What follows belongs to an exercise in optimizing a design on an open flow for a short achievable clock period and few clock cycles; a production flow would make more cautious choices. Only simulation tests tie the RTL to the original design; equivalence was not proved. In this run the design's own scripts or RTL, not TritonCTS, make the clock network. No driver is modelled on the clock port, so clock power and skew are understated where the tree is cut down; a real chip needs a root buffer or a tree. Power and IR drop assume default switching activity.

### flow/mycts.tcl
# Manual two-level clock tree: R root buffers driven by the clock port, each driving
# some of K leaf buffers; each leaf buffer drives a cluster of flip-flops (capacitated k-means).
proc mycts_kmeans {xs ys K cap} {
  set n [llength $xs]
  set cx {}; set cy {}
  set idx [lsort -real -indices $xs]
  for {set k 0} {$k < $K} {incr k} {
    set i [lindex $idx [expr {int(($k + 0.5) * $n / $K)}]]
    lappend cx [lindex $xs $i]; lappend cy [lindex $ys $i]
  }
  for {set iter 0} {$iter < 40} {incr iter} {
    set cnt [lrepeat $K 0]
    set asg [lrepeat $n -1]
    set pairs {}
    for {set i 0} {$i < $n} {incr i} {
      set x [lindex $xs $i]; set y [lindex $ys $i]
      for {set k 0} {$k < $K} {incr k} {
        set dx [expr {$x-[lindex $cx $k]}]; set dy [expr {$y-[lindex $cy $k]}]
        lappend pairs [list [expr {$dx*$dx+$dy*$dy}] $i $k]
      }
    }
    set pairs [lsort -real -index 0 $pairs]
    set left $n
    foreach p $pairs {
      lassign $p d i k
      if {[lindex $asg $i] >= 0} continue
      if {[lindex $cnt $k] >= $cap} continue
      lset asg $i $k
      lset cnt $k [expr {[lindex $cnt $k]+1}]
      incr left -1
      if {$left == 0} break
    }
    set sx [lrepeat $K 0.0]; set sy [lrepeat $K 0.0]
    for {set i 0} {$i < $n} {incr i} {
      set k [lindex $asg $i]
      lset sx $k [expr {[lindex $sx $k] + [lindex $xs $i]}]
      lset sy $k [expr {[lindex $sy $k] + [lindex $ys $i]}]
    }
    for {set k 0} {$k < $K} {incr k} {
      set c [lindex $cnt $k]
      if {$c > 0} {
        lset cx $k [expr {[lindex $sx $k] / $c}]
        lset cy $k [expr {[lindex $sy $k] / $c}]
      }
    }
  }
  return [list $asg $cx $cy $cnt]
}

proc mycts_build {K R leafm rootm} {
  set db [ord::get_db]
  set block [ord::get_db_block]
  set clknet [$block findNet clk]
  set sinks [$clknet getITerms]
  set n [llength $sinks]
  set xs {}; set ys {}
  foreach it $sinks {
    set bb [[$it getInst] getBBox]
    lappend xs [expr {([$bb xMin]+[$bb xMax])/2.0}]
    lappend ys [expr {([$bb yMin]+[$bb yMax])/2.0}]
  }
  lassign [mycts_kmeans $xs $ys $K [expr {int(ceil(1.1 * $n / $K))}]] asg cx cy cnt
  lassign [mycts_kmeans $cx $cy $R [expr {int(ceil(1.0 * $K / $R))}]] rasg rx ry rcnt
  puts "MYCTS sinks $n leaves $K roots $R leafcounts $cnt rootcounts $rcnt"
  set lm [$db findMaster $leafm]
  set rm [$db findMaster $rootm]
  set rnets {}
  for {set r 0} {$r < $R} {incr r} {
    set b [odb::dbInst_create $block $rm "clkroot_$r"]
    $b setLocation [expr {int([lindex $rx $r])}] [expr {int([lindex $ry $r])}]
    $b setPlacementStatus PLACED
    [$b findITerm A] connect $clknet
    set rn [odb::dbNet_create $block "clkroot_net_$r"]
    $rn setSigType CLOCK
    [$b findITerm X] connect $rn
    lappend rnets $rn
  }
  set lnets {}
  for {set k 0} {$k < $K} {incr k} {
    set b [odb::dbInst_create $block $lm "clkleaf_$k"]
    $b setLocation [expr {int([lindex $cx $k])}] [expr {int([lindex $cy $k])}]
    $b setPlacementStatus PLACED
    [$b findITerm A] connect [lindex $rnets [lindex $rasg $k]]
    set ln [odb::dbNet_create $block "clkleaf_net_$k"]
    $ln setSigType CLOCK
    [$b findITerm X] connect $ln
    lappend lnets $ln
  }
  for {set i 0} {$i < $n} {incr i} {
    set it [lindex $sinks $i]
    $it disconnect
    $it connect [lindex $lnets [lindex $asg $i]]
  }
  $clknet setSigType CLOCK
}
### flow/pre_cts.tcl
# PRE_CTS_TCL hook: replace TritonCTS with a two-level balanced clock tree
# (4 root buffers on the clock port, each driving about 6 leaf buffers, each
# leaf buffer driving a cluster of about 21 flip-flops; see mycts.tcl).
source [file join [file dirname [info script]] mycts.tcl]
rename clock_tree_synthesis orig_clock_tree_synthesis
proc clock_tree_synthesis {args} {
  mycts_build 24 4 sky130_fd_sc_hd__clkbuf_16 sky130_fd_sc_hd__clkbuf_16
}
### standard.sh
#!/bin/bash
# synth_recipe.tcl (not shown) runs the flow's synth.tcl, then flattens the netlist and writes it again
# the make line also repeats each setting of config.mk as NAME=value (left out here)
make -C /OpenROAD-flow-scripts/flow DESIGN_CONFIG=/design/flow/config.mk WORK_HOME=/design/flow/orfs CLKGATE_MAP_FILE= SYNTH_SCRIPT=/design/flow/synth_recipe.tcl "${@:-finish}"
### config.mk
export PLATFORM = sky130hd
export DESIGN_NAME = top
export DESIGN_NICKNAME = top
export VERILOG_FILES = /design/flow/design.v
export SDC_FILE = /design/flow/constraint.sdc
export NUM_CORES = 8
export LEC_CHECK = 0
export CAP_MARGIN = 20
export CORE_MARGIN = 2
export CORE_UTILIZATION = 40
export SETUP_SLACK_MARGIN = 3.0
export SLEW_MARGIN = 20
export SYNTH_HIERARCHICAL = 1
export SYNTH_MINIMUM_KEEP_SIZE = 0
### constraint.sdc
create_clock -name core_clock -period 4.2 [get_ports {clk}]
set_input_delay 0.8400 -clock core_clock [delete_from_list [all_inputs] [get_ports {clk}]]
set_output_delay 0.8400 -clock core_clock [all_outputs]
set_load 0.01 [all_outputs]
### design.v
`timescale 1ns / 1ps
module nextpc (
    input logic reset,
    input logic cap,
    input logic [15:0] inst,
    input logic [4:0] pc,
    input logic halted,
    input logic bp_cur,
    input logic bpn,   
    input logic [31:0] bp,   
    output logic pred,
    output logic take,
    output logic [4:0] pc_f,
    output logic bp_f,   
    output logic bpn_f   
);
  logic is_br;
  logic [4:0] tgt, pc_seq;
  assign is_br = (inst[15:13] == 3'b101);
  assign tgt = inst[12:8];
  assign pc_seq = halted ? 5'd0 : pc + 5'd1;
  assign pred = (inst[7:4] == inst[3:0]) || bp_cur;
  assign take = is_br && pred && !halted;
  always_comb
    if (reset) pc_f = cap ? (is_br ? tgt : 5'd1) : 5'd0;
    else if (take) pc_f = tgt;
    else pc_f = pc_seq;
  logic [4:0] pc2;
  logic at_tgt, after_tgt;
  assign pc2 = pc + 5'd2;
  bplook bpl (
      .bp(bp),
      .tgt(tgt),
      .at_tgt(at_tgt),
      .after_tgt(after_tgt)
  );
  assign bp_f = !reset && (take ? at_tgt : bpn);
  assign bpn_f = !reset && (take ? after_tgt : bp[pc2]);
endmodule
`timescale 1ns / 1ps
module add8 (
    input  logic [7:0] a,
    input  logic [7:0] b,
    output logic [7:0] s
);
  assign s = a + b;
endmodule
`timescale 1ns / 1ps
module brres (
    input  logic [7:0] a,
    input  logic [7:0] b,
    input  logic br,
    input  logic pred,
    input  logic reset,
    output logic taken,
    output logic mispredict
);
  assign taken = (a == b);
  assign mispredict = !reset && br && (pred ? !taken : taken);
endmodule
`timescale 1ns / 1ps
module mux2 #(
    parameter int WIDTH = 8
) (
    input logic [WIDTH - 1:0] d0,
    input logic [WIDTH - 1:0] d1,
    input logic s,
    output logic [WIDTH - 1:0] y
);
  assign y = s ? d1 : d0;
endmodule
`timescale 1ns / 1ps
module bplook (
    input logic [31:0] bp,
    input logic [4:0] tgt,
    output logic at_tgt,
    output logic after_tgt
);
  logic [31:0] oh;
  always_comb
    for (int j = 0; j < 32; j++) oh[j] = (tgt == 5'(j));
  assign at_tgt = (oh & bp) != 32'd0;
  assign after_tgt = (oh & {bp[0], bp[31:1]}) != 32'd0;
endmodule
`timescale 1ns / 1ps
module fctl (
    input logic [15:0] inst,
    input logic reset,   
    input logic d_v,
    input logic d_wr,
    input logic d_add,
    input logic d_st,
    input logic [3:0] d_dst,
    input logic [3:0] d_sta,
    input logic ex_wr,
    input logic [3:0] ex_dst,
    output logic is_st,
    output logic is_ld,
    output logic is_add,
    output logic is_br,
    output logic is_halt,
    output logic f_wr,
    output logic [3:0] dst,
    output logic [3:0] sta,
    output logic [15:0] rb_oh,
    output logic [15:0] dst_oh,
    output logic [15:0] sta_oh,
    output logic [15:0] ra_r,
    output logic [15:0] rb_r,
    output logic [15:0] st_r,
    output logic ra_s,
    output logic ra_l,
    output logic ra_w,
    output logic rb_s,
    output logic rb_l,
    output logic rb_w,
    output logic st_s,
    output logic st_l,
    output logic st_w,
    output logic st_k,
    output logic fwm
);
  logic [2:0] op;
  logic imm;
  logic [3:0] rd, ra, rb;
  assign op = inst[15:13];
  assign imm = inst[12];
  assign rd = inst[11:8];
  assign ra = inst[7:4];
  assign rb = inst[3:0];
  assign is_st = (op == 3'b000);
  assign is_ld = (op == 3'b001);
  assign is_add = (op == 3'b010);
  assign is_br = (op == 3'b101);
  assign is_halt = (op == 3'b111);
  assign f_wr = is_ld || is_add;
  assign dst = (is_ld && !imm) ? ra : rd;
  assign sta = imm ? rd : ra;
  logic [15:0] ra_oh, rd_oh;
  always_comb
    for (int j = 0; j < 16; j++) begin
      ra_oh[j] = (ra == 4'(j));
      rb_oh[j] = (rb == 4'(j));
      rd_oh[j] = (rd == 4'(j));
    end
  assign dst_oh = (is_ld && !imm) ? ra_oh : rd_oh;
  assign sta_oh = imm ? rd_oh : ra_oh;
  logic ea, eb, wa, wb, live;
  assign live = !reset;
  assign ea = live && d_v && d_wr && (d_dst == ra);
  assign eb = live && d_v && d_wr && (d_dst == rb);
  assign wa = live && ex_wr && (ex_dst == ra);
  assign wb = live && ex_wr && (ex_dst == rb);
  assign ra_r = (reset || ea || wa) ? 16'd0 : ra_oh;
  assign rb_r = (reset || eb || wb) ? 16'd0 : rb_oh;
  assign st_r = (reset || imm || eb || wb) ? 16'd0 : rb_oh;
  assign ra_s = ea && d_add;
  assign ra_l = ea && !d_add;
  assign ra_w = !ea && wa;
  assign rb_s = eb && d_add;
  assign rb_l = eb && !d_add;
  assign rb_w = !eb && wb;
  assign st_s = !imm && eb && d_add;
  assign st_l = !imm && eb && !d_add;
  assign st_w = !imm && !eb && wb;
  assign st_k = imm;
  assign fwm = live && d_v && d_st && (d_sta == rb);
endmodule
`timescale 1ns / 1ps
`timescale 1ns / 1ps
`timescale 1ns / 1ps
`timescale 1ns / 1ps
`timescale 1ns / 1ps
module top (
    input logic clk,
    input logic reset,
    output logic [4:0] curr_inst_addr,
    input logic [15:0] curr_inst,
    output logic write_enable_dmem,
    output logic [3:0] write_addr_dmem,
    output logic [7:0] write_data_dmem,
    output logic halted
);
  logic [7:0] rf[16];
  logic [7:0] dm[16];
  logic [4:0] pc;
  logic halted_r;
  logic [31:0] bp_t;
  logic bp_cur;   
  logic bpn;   
  logic d_v, d_st, d_add, d_br, d_halt, d_wr, d_imm, d_pred;
  logic [7:0] d_k8;
  logic [3:0] d_dst, d_sta;
  logic [15:0] d_rb, d_dst_oh, d_sta_oh;
  logic d_fwm;
  logic [4:0] d_pc1, d_tgt, d_pc;
  logic [15:0] d_ra_r, d_rb_r, d_st_r;
  logic d_ra_s, d_ra_l, d_ra_w;
  logic d_rb_s, d_rb_l, d_rb_w;
  logic d_st_s, d_st_l, d_st_w, d_st_k;
  logic ex_wr, ex_add, ex_br, ex_halt, ex_pred, ex_bpa, ex_bpa2;
  logic [3:0] ex_dst;
  logic [15:0] ex_we;   
  logic [7:0] ex_a, ex_b, ex_l;
  logic [4:0] ex_alt;   
  logic [4:0] ex_bpc;
  logic w_v;
  logic [15:0] w_we;
  logic [7:0] w_d;
  logic st_v;
  logic [3:0] st_a;
  logic [7:0] st_d;
  logic [15:0] st_we;   
  assign curr_inst_addr = pc;
  assign write_enable_dmem = st_v;
  assign write_addr_dmem = st_a;
  assign write_data_dmem = st_d;
  assign halted = halted_r;
  logic [7:0] sum, res;
  logic taken;
  add8 add (
      .a(ex_a),
      .b(ex_b),
      .s(sum)
  );
  mux2 #(8) res_mux (
      .d0(ex_l),
      .d1(sum),
      .s (ex_add),
      .y (res)
  );
  logic mispredict;
  brres cmp (
      .a(ex_a),
      .b(ex_b),
      .br(ex_br),
      .pred(ex_pred),
      .reset(reset),
      .taken(taken),
      .mispredict(mispredict)
  );
  logic [7:0] a_e, b_e, s_e, a_n, b_n, s_n, dmb;
  always_comb begin
    a_e = (ex_l & {8{d_ra_l}}) | (w_d & {8{d_ra_w}});
    b_e = (ex_l & {8{d_rb_l}}) | (w_d & {8{d_rb_w}});
    s_e = (ex_l & {8{d_st_l}}) | (w_d & {8{d_st_w}}) | (d_k8 & {8{d_st_k}});
    dmb = 8'd0;
    for (int j = 0; j < 16; j++) begin
      a_e = a_e | (rf[j] & {8{d_ra_r[j]}});
      b_e = b_e | (rf[j] & {8{d_rb_r[j]}});
      s_e = s_e | (rf[j] & {8{d_st_r[j]}});
      dmb = dmb | (dm[j] & {8{d_rb[j]}});
    end
  end
  mux2 #(8) a_mux (
      .d0(a_e),
      .d1(sum),
      .s (d_ra_s),
      .y (a_n)
  );
  mux2 #(8) b_mux (
      .d0(b_e),
      .d1(sum),
      .s (d_rb_s),
      .y (b_n)
  );
  mux2 #(8) s_mux (
      .d0(s_e),
      .d1(sum),
      .s (d_st_s),
      .y (s_n)
  );
  logic [7:0] m_n;
  assign m_n = d_fwm ? st_d : dmb;
  logic is_st, is_ld, is_add, is_br, is_halt, f_wr;
  logic [3:0] dst, sta;
  logic [15:0] rb_oh, dst_oh, sta_oh, ra_r, rb_r, st_r;
  logic ra_s, ra_l, ra_w, rb_s, rb_l, rb_w, st_s, st_l, st_w, st_k, fwm;
  fctl fc (
      .inst(curr_inst),
      .reset(reset),
      .d_v(d_v),
      .d_wr(d_wr),
      .d_add(d_add),
      .d_st(d_st),
      .d_dst(d_dst),
      .d_sta(d_sta),
      .ex_wr(ex_wr),
      .ex_dst(ex_dst),
      .is_st(is_st),
      .is_ld(is_ld),
      .is_add(is_add),
      .is_br(is_br),
      .is_halt(is_halt),
      .f_wr(f_wr),
      .dst(dst),
      .sta(sta),
      .rb_oh(rb_oh),
      .dst_oh(dst_oh),
      .sta_oh(sta_oh),
      .ra_r(ra_r),
      .rb_r(rb_r),
      .st_r(st_r),
      .ra_s(ra_s),
      .ra_l(ra_l),
      .ra_w(ra_w),
      .rb_s(rb_s),
      .rb_l(rb_l),
      .rb_w(rb_w),
      .st_s(st_s),
      .st_l(st_l),
      .st_w(st_w),
      .st_k(st_k),
      .fwm(fwm)
  );
  logic r0cap;
  logic cap;
  assign cap = !r0cap && (pc == 5'd0);
  logic pred, take, bp_f, bpn_f, bp_d, bpn_d;
  logic [4:0] pc_f, pc_d;
  nextpc npc (
      .reset(reset),
      .cap(cap),
      .inst(curr_inst),
      .pc(pc),
      .halted(halted_r),
      .bp_cur(bp_cur),
      .bpn(bpn),
      .bp(bp_t),
      .pred(pred),
      .take(take),
      .pc_f(pc_f),
      .bp_f(bp_f),
      .bpn_f(bpn_f)
  );
  mux2 #(7) pc_mux (
      .d0({bpn_f, bp_f, pc_f}),
      .d1({ex_bpa2, ex_bpa, ex_alt}),
      .s (mispredict),
      .y ({bpn_d, bp_d, pc_d})
  );
  logic f_ok, d_ok;
  assign f_ok = !halted_r && !(d_v && d_halt) && !ex_halt && !mispredict;
  assign d_ok = d_v && !mispredict;
  logic halt_now;
  assign halt_now = (is_halt && !halted_r && !(d_v && (d_br || d_halt)) && !ex_br) ||
                    (d_v && d_halt && !ex_br) || ex_halt;
  logic [4:0] pc1;
  assign pc1 = pc + 5'd1;
  always_ff @(posedge clk) begin
    pc <= pc_d;
    bp_cur <= bp_d;
    bpn <= bpn_d;
    if (reset) begin
      r0cap <= cap;
      halted_r <= cap && is_halt;
      d_v <= cap;
      ex_wr <= 1'b0;
      ex_br <= 1'b0;
      ex_halt <= 1'b0;
      w_v <= 1'b0;
      st_v <= 1'b0;
      bp_t <= 32'd0;
    end else begin
      r0cap <= 1'b0;
      if (halt_now) halted_r <= 1'b1;
      d_v <= f_ok;
      ex_wr <= d_ok && d_wr;
      ex_br <= d_ok && d_br;
      ex_halt <= d_ok && d_halt;
      w_v <= ex_wr;
      st_v <= d_ok && d_st;
      if (ex_br) bp_t[ex_bpc] <= taken;
    end
  end
  always_ff @(posedge clk) begin
    d_st <= is_st;
    d_add <= is_add;
    d_br <= is_br;
    d_halt <= is_halt;
    d_wr <= f_wr;
    d_imm <= curr_inst[12];
    d_k8 <= curr_inst[7:0];
    d_dst <= dst;
    d_sta <= sta;
    d_rb <= rb_oh;
    d_dst_oh <= dst_oh;
    d_sta_oh <= sta_oh;
    d_pred <= pred || reset;
    d_pc1 <= pc1;
    d_tgt <= curr_inst[12:8];
    d_pc <= pc;
    d_ra_r <= ra_r;
    d_rb_r <= rb_r;
    d_st_r <= st_r;
    {d_ra_s, d_ra_l, d_ra_w} <= {ra_s, ra_l, ra_w};
    {d_rb_s, d_rb_l, d_rb_w} <= {rb_s, rb_l, rb_w};
    {d_st_s, d_st_l, d_st_w, d_st_k} <= {st_s, st_l, st_w, st_k};
    d_fwm <= fwm;
  end
  always_ff @(posedge clk) begin
    ex_add <= d_add;
    ex_dst <= d_dst;
    ex_we <= d_dst_oh;
    ex_a <= a_n;
    ex_b <= b_n;
    ex_l <= d_imm ? d_k8 : m_n;
    ex_pred <= d_pred;
    ex_alt <= d_pred ? d_pc1 : d_tgt;
    ex_bpa <= d_pred ? bp_t[d_pc1] : bp_t[d_tgt];
    ex_bpa2 <= d_pred ? bp_t[d_pc1+5'd1] : bp_t[d_tgt+5'd1];
    ex_bpc <= d_pc;
    st_a <= d_sta;
    st_we <= d_sta_oh;
    st_d <= s_n;
  end
  always_ff @(posedge clk) begin
    w_we <= ex_we;
    w_d <= res;
  end
  always_ff @(posedge clk)
    for (int i = 0; i < 16; i++)
      if (reset) rf[i] <= 8'd0;
      else if (w_v && w_we[i]) rf[i] <= w_d;
  always_ff @(posedge clk)
    for (int i = 0; i < 16; i++)
      if (reset) dm[i] <= 8'd0;
      else if (st_v && st_we[i]) dm[i] <= st_d;
endmodule
### flow/run.sh
#!/bin/bash
# Own flow: the standard layout (standard.sh) with two changes:
#  - the clock tree is built by flow/pre_cts.tcl (a two-level balanced tree)
#    instead of TritonCTS;
#  - full- and half-adder cells are added to DONT_USE_CELLS (flow/dont_use.txt
#    is the platform's list plus those), so abc maps adders as plain gates.
# Every tool's output goes to the ORFS logs under orfs/logs and to standard.log.
set -euo pipefail
export PRE_CTS_TCL="$PWD/flow/pre_cts.tcl"
du="$(tr '\n' ' ' < flow/dont_use.txt)"
sed "s|\"\${@:-finish}\"|DONT_USE_CELLS=\"$du\" \"\${@:-finish}\"|" standard.sh > standard_nofa.sh
bash standard_nofa.sh ${FLOW_STANDARD_TARGETS:-} > standard.log 2>&1
### flow/dont_use.txt
sky130_fd_sc_hd__probe_p_8
sky130_fd_sc_hd__probec_p_8
sky130_fd_sc_hd__lpflow_bleeder_1
sky130_fd_sc_hd__lpflow_clkbufkapwr_1
sky130_fd_sc_hd__lpflow_clkbufkapwr_16
sky130_fd_sc_hd__lpflow_clkbufkapwr_2
sky130_fd_sc_hd__lpflow_clkbufkapwr_4
sky130_fd_sc_hd__lpflow_clkbufkapwr_8
sky130_fd_sc_hd__lpflow_clkinvkapwr_1
sky130_fd_sc_hd__lpflow_clkinvkapwr_16
sky130_fd_sc_hd__lpflow_clkinvkapwr_2
sky130_fd_sc_hd__lpflow_clkinvkapwr_4
sky130_fd_sc_hd__lpflow_clkinvkapwr_8
sky130_fd_sc_hd__lpflow_decapkapwr_12
sky130_fd_sc_hd__lpflow_decapkapwr_3
sky130_fd_sc_hd__lpflow_decapkapwr_4
sky130_fd_sc_hd__lpflow_decapkapwr_6
sky130_fd_sc_hd__lpflow_decapkapwr_8
sky130_fd_sc_hd__lpflow_inputiso0n_1
sky130_fd_sc_hd__lpflow_inputiso0p_1
sky130_fd_sc_hd__lpflow_inputiso1n_1
sky130_fd_sc_hd__lpflow_inputiso1p_1
sky130_fd_sc_hd__lpflow_inputisolatch_1
sky130_fd_sc_hd__lpflow_isobufsrc_1
sky130_fd_sc_hd__lpflow_isobufsrc_16
sky130_fd_sc_hd__lpflow_isobufsrc_2
sky130_fd_sc_hd__lpflow_isobufsrc_4
sky130_fd_sc_hd__lpflow_isobufsrc_8
sky130_fd_sc_hd__lpflow_isobufsrckapwr_16
sky130_fd_sc_hd__lpflow_lsbuf_lh_hl_isowell_tap_1
sky130_fd_sc_hd__lpflow_lsbuf_lh_hl_isowell_tap_2
sky130_fd_sc_hd__lpflow_lsbuf_lh_hl_isowell_tap_4
sky130_fd_sc_hd__lpflow_lsbuf_lh_isowell_4
sky130_fd_sc_hd__lpflow_lsbuf_lh_isowell_tap_1
sky130_fd_sc_hd__lpflow_lsbuf_lh_isowell_tap_2
sky130_fd_sc_hd__lpflow_lsbuf_lh_isowell_tap_4
sky130_fd_sc_hd__fill_1
sky130_fd_sc_hd__fill_2
sky130_fd_sc_hd__fill_4
sky130_fd_sc_hd__fill_8
sky130_fd_sc_hd__fa_1
sky130_fd_sc_hd__fa_2
sky130_fd_sc_hd__fa_4
sky130_fd_sc_hd__ha_1
sky130_fd_sc_hd__ha_2
sky130_fd_sc_hd__ha_4
sky130_fd_sc_hd__a2111o_1
sky130_fd_sc_hd__a2111o_2
sky130_fd_sc_hd__a2111o_4
sky130_fd_sc_hd__a2111oi_0
sky130_fd_sc_hd__a2111oi_1
sky130_fd_sc_hd__a2111oi_2
sky130_fd_sc_hd__a2111oi_4
sky130_fd_sc_hd__a311o_1
sky130_fd_sc_hd__a311o_2
sky130_fd_sc_hd__a311o_4
sky130_fd_sc_hd__a311oi_1
sky130_fd_sc_hd__a311oi_2
sky130_fd_sc_hd__a311oi_4
sky130_fd_sc_hd__clkdlybuf4s15_1
sky130_fd_sc_hd__clkdlybuf4s15_2
sky130_fd_sc_hd__clkdlybuf4s18_1
sky130_fd_sc_hd__clkdlybuf4s18_2
sky130_fd_sc_hd__clkdlybuf4s25_1
sky130_fd_sc_hd__clkdlybuf4s25_2
sky130_fd_sc_hd__clkdlybuf4s50_1
sky130_fd_sc_hd__clkdlybuf4s50_2
sky130_fd_sc_hd__dlygate4sd1_1
sky130_fd_sc_hd__dlygate4sd2_1
sky130_fd_sc_hd__dlygate4sd3_1
sky130_fd_sc_hd__dlymetal6s2s_1
sky130_fd_sc_hd__dlymetal6s4s_1
sky130_fd_sc_hd__dlymetal6s6s_1
sky130_fd_sc_hd__nor3_1
sky130_fd_sc_hd__nor3_2
sky130_fd_sc_hd__nor3_4
sky130_fd_sc_hd__nor3b_1
sky130_fd_sc_hd__nor3b_2
sky130_fd_sc_hd__nor3b_4
sky130_fd_sc_hd__nor4_1
sky130_fd_sc_hd__nor4_2
sky130_fd_sc_hd__nor4_4
sky130_fd_sc_hd__nor4b_1
sky130_fd_sc_hd__nor4b_2
sky130_fd_sc_hd__nor4b_4
sky130_fd_sc_hd__nor4bb_1
sky130_fd_sc_hd__nor4bb_2
sky130_fd_sc_hd__nor4bb_4
sky130_fd_sc_hd__o2111a_1
sky130_fd_sc_hd__o2111a_2
sky130_fd_sc_hd__o2111a_4
sky130_fd_sc_hd__o2111ai_1
sky130_fd_sc_hd__o2111ai_2
sky130_fd_sc_hd__o2111ai_4
sky130_fd_sc_hd__o311a_1
sky130_fd_sc_hd__o311a_2
sky130_fd_sc_hd__o311a_4
sky130_fd_sc_hd__o311ai_0
sky130_fd_sc_hd__o311ai_1
sky130_fd_sc_hd__o311ai_2
sky130_fd_sc_hd__o311ai_4
sky130_fd_sc_hd__or3_1
sky130_fd_sc_hd__or3_2
sky130_fd_sc_hd__or3_4
sky130_fd_sc_hd__or3b_1
sky130_fd_sc_hd__or3b_2
sky130_fd_sc_hd__or3b_4
sky130_fd_sc_hd__or4_1
sky130_fd_sc_hd__or4_2
sky130_fd_sc_hd__or4_4
sky130_fd_sc_hd__or4b_1
sky130_fd_sc_hd__or4b_2
sky130_fd_sc_hd__or4b_4
sky130_fd_sc_hd__or4bb_1
sky130_fd_sc_hd__or4bb_2
sky130_fd_sc_hd__or4bb_4
==> summary.txt <==
Run status
  • Outcome: timing/DRC/antenna clean

Logic synthesis
  • Seq/Total Area, Yosys: 45.9%
  • Post-synth EDFFs: 1
  • Most common cell in the netlist: dfxtp_1
  • Post-synth ARST share: 0%
  • Avg Cell Area, Syn: 8.56 um2
  • Most area-consuming cells after synthesis: dfxtp_1, nand3_1, nand2_1, a21oi_1, a22oi_1
  • Yosys top cell area share: 45.8%
  • Distinct cell type count after synthesis: 86
  • Synthesized area: 24300 um2
  • Top_reg_cell synth: dfxtp_1
  • Mapped Nets: 2859
  • Synth top cells by count: dfxtp_1, nand2_1, nand3_1
  • Synth Register Bits: 557
  • Area leader, netlist: dfxtp_1
  • YS warnings: 12
  • Mapped Cells: 2841

Layout
  • Share of layout cells above drive strength 1: 41.3%
  • Filler cells: 5104
  • Non-Filler Instances: 3825
  • Synth-to-layout area growth: 39.1%
  • Layout net count: 3061

Global route
  • Antenna violations before repair: 3
  • Largest net degree at the start of global routing: 42
  • Gr usage total: 37.9%
  • Grt met3 use: 7.71%
  • Remaining Overflow, GRT: 0
  • Met2 Use GR: 58.9%
  • Grt met1 use: 48.0%
  • GRT Max-Usage Layer: met2
  • Vias in the first global route: 23716
  • First-pass GRT wire length: 175000 um

Power
  • Switching Share: 28.1%
  • Logic pwr share: 17.2%
  • Seq pwr share: 54.8%
  • P_int: 7.42 mW
  • VDD IR max: 0.254 mV
  • Power per cell area: 305 nW/um2
  • Static leakage: 11.4 nW
  • Sw Pwr: 2.91 mW
  • Clock power share: 28.0%

Worst hold path
  • Worst min-delay path category: register to register

Place
  • Detailed placement HPWL: 74700 um
  • Placer Congestion: 1.01
  • Placed Cells: 3423
  • I/O Buffers: 36

STA
  • Minimum clock period after layout: 2150 ps
  • # setup viols final: 0
  • Clock Skew: 56.1 ps
  • Final period utilization: 51.2%
  • Slew @ Worst Pin: 682 ps
  • Slew HR: 54.5%
  • Fmax: 0.465 GHz
  • Max Slew Vio Count: 0
  • TNS Setup: 0 ps
  • RSZ-0062 raised after global routing: yes
  • Final hold vios: 0
  • WHS: 306 ps

Setup path
  • CP Class: input port to register
  • R2R setup slack: 2160 ps
  • Worst path depth: 10
  • Max stage delay on crit path: 260 ps
  • Worst r2r dst: bp_cur
  • Crit. End Element: register
  • Worst-path cell chain: clkbuf_16, buf_1, and2_4, a221oi_2, a211oi_1, a211oi_2, o221ai_2, mux2i_1, nor2_1, mux2_4
  • Crit. Startpoint: curr_inst[8]
  • CP Data Required Time: 4480 ps
  • Worst r2r src: bp_t[28]
  • CP Max Fanout: 6
  • Crit path DAT: 2430 ps
  • Startpoint types: input port
  • Timing endpoint of the critical path: bp_cur
  • R2R depth: 8
  • CP delay by family, top: compound AO/OA/AOI/OAI gates
  • Worst Path Buf+Inv: 2
  • Critical path's slowest cell: a221oi_2

Floorplanning
  • Die Area: 62800 um2
  • # IOs: 37
  • Initial Util: 40.4%
  • Site row count: 90
  • Die H: 251 um
  • Die width: 251 um
  • Core ar.: 60200 um2

Route
  • DRC violations left: 0
  • Iteration-0 DRC Markers: 2943
  • Post-route ant nets: 0
  • Via density: 6.64
  • Vias: 25391
  • First-pass DRT Iterations: 9
  • Post-Route WL: 125000 um
  • Routed length per instance: 32.7 um

Clock tree
  • Hold_buf cts: 0
  • Clock latency (worst-skew pair): 400 ps
  • Worst-path clk slew: 110 ps

Run
  • Max Cap Viol: 0
Yosys stat by module (local to each module, per instance), excerpt:
module / cell area [um2] / cells inside / times used
top: 20100 / 2247 / 1
fctl: 1710 / 283 / 1
bplook: 778 / 114 / 1
nextpc: 637 / 88 / 1
add8: 345 / 50 / 1
brres: 114 / 15 / 1
flip-flops by register name, indices dropped and copies added (netlist names), 16 cells and up:
| signal | flops |
|---|---|
| dm | 128 |
| rf | 128 |
| bp_t | 32 |
| d_dst_oh | 16 |
| d_ra_r | 16 |
| d_rb | 16 |
| d_rb_r | 16 |
| d_st_r | 16 |
| d_sta_oh | 16 |
| ex_we | 16 |
| st_we | 16 |
| w_we | 16 |
metrics by stage:
stage	worst slack [ps]	cell area (um2)	utilization (%)	power, mW
after global routing	1990	33800	56.2	10.6
final	2050	33800	56.2	10.3
after global placement	1140	26300	43.7	6.74
after detailed placement	1130	26300	43.7	6.75
after CTS	1660	31800	52.8	9.41
after floorplan	1880	27500	-	6.55
per-layer routing:
metal  routed length (um)  share of wire, %  vias up
met1                47700                38    12419
li1                     -                 -    10753
met2                54600                44     1693
met5                   32             0.026        -
met3                11600               9.3      522
met4                11000               8.8        4
worst min-delay path by stage:
stage	slack, ps	endpoint	from	cells past startpoint
detailed placement	310	w_we[12]	ex_we[12]	0
global placement	310	w_we[0]	ex_we[0]	0
finish	310	w_we[3]	ex_we[3]	0
CTS	310	w_we[12]	ex_we[12]	0
floorplan	310	ex_bpc[0]	d_pc[0]	0
global route	320	w_we[3]	ex_we[3]	0
cell type report:
class / instances / area (um2) / share of cell area [%]
well taps: 782 / 978 / 2.89
multi-input cells: 2000 / 15500 / 45.8
flip-flops and latches: 557 / 11600 / 34.2
repair inverters: 1 / 6.26 / 0.0185
inverters: 21 / 88.8 / 0.263
plain buffers: 28 / 701 / 2.07
repair buffers: 434 / 4990 / 14.8
diodes: 2 / 5.00 / 0.0148
kinds of logic after synthesis:
group                      count (synthesis)  synth area share (%)
adders and majority gates                  2                0.0874
buffers and inverters                    296                  5.28
and+or+nand+nor                         1054                  20.8
DFF                                      557                  45.9
xor gates and xnor gates                  57                  2.11
muxes                                     87                  4.58
AOI/OAI and AO/OA                        788                  21.3
power by group through the flow:
| stage | logic [mW] | registers (mW) | clock network [mW] |
|---|---|---|---|
| floorplan | 0.948 | 5.60 | 0 |
| global placement | 0.877 | 5.86 | 0 |
| detailed placement | 0.888 | 5.86 | 0 |
| CTS | 1.50 | 5.77 | 2.15 |
| global route | 1.83 | 5.66 | 3.08 |
| finish | 1.77 | 5.66 | 2.89 |
repair_timing:
item,in CTS,in global routing
resized for setup,778,380
endpoints found under the setup margin,499,476
setup buffers,184,121
cloned,57,10
pin swaps,128,150
layout by cell type (no fill, tap or decap), types with 20 or more instances in the layout:
cell type  instances
dfxtp_1          402
nand2_1          345
nand3_1          279
a21oi_2          266
buf_6            124
buf_1            112
a22oi_1          103
dfxtp_4           84
nand4_1           81
a22oi_2           77
nor2_1            75
dfxtp_2           70
mux2_4            49
a221oi_2          49
a22o_1            48
buf_16            47
clkbuf_16         42
nand2_2           41
buf_2             41
nor2_4            38
o21ai_0           37
o21ai_1           33
o21ai_2           32
buf_8             30
buf_12            28
mux2i_1           26
nor2_2            24
xnor2_1           22
nand3_2           20
Testbench counts, summed over its fixed seeds: cycles 24,212.

afterwards: timing with drivers on the ports:
In the flow no input, the clock included, has a driving cell. The finished layout below was timed again as built, in two steps. Step 1 sets driving cells, clkbuf_16 on the clock port and buf_2 on the other inputs (assumed; they add their load-dependent delay and slew). Step 2 times the ports against the registers' clock, not the clock port: input delays grow and output delays shrink by t, the midpoint of the rising clock arrivals with the driver on. a / b / c = ideal ports / drivers / drivers and shift; a / b = the first two.
t (ns): 0.512
setup WS [ns]: 2.048 / 2.031 / 1.519
worst setup path at the end: input to register
slew at the worst register clock pin (ns): 0.11 / 0.11
After both steps setup and hold are still met in this run. The setup slack of this run moves by -0.017 ns with the drivers and by -0.529 ns with both steps.
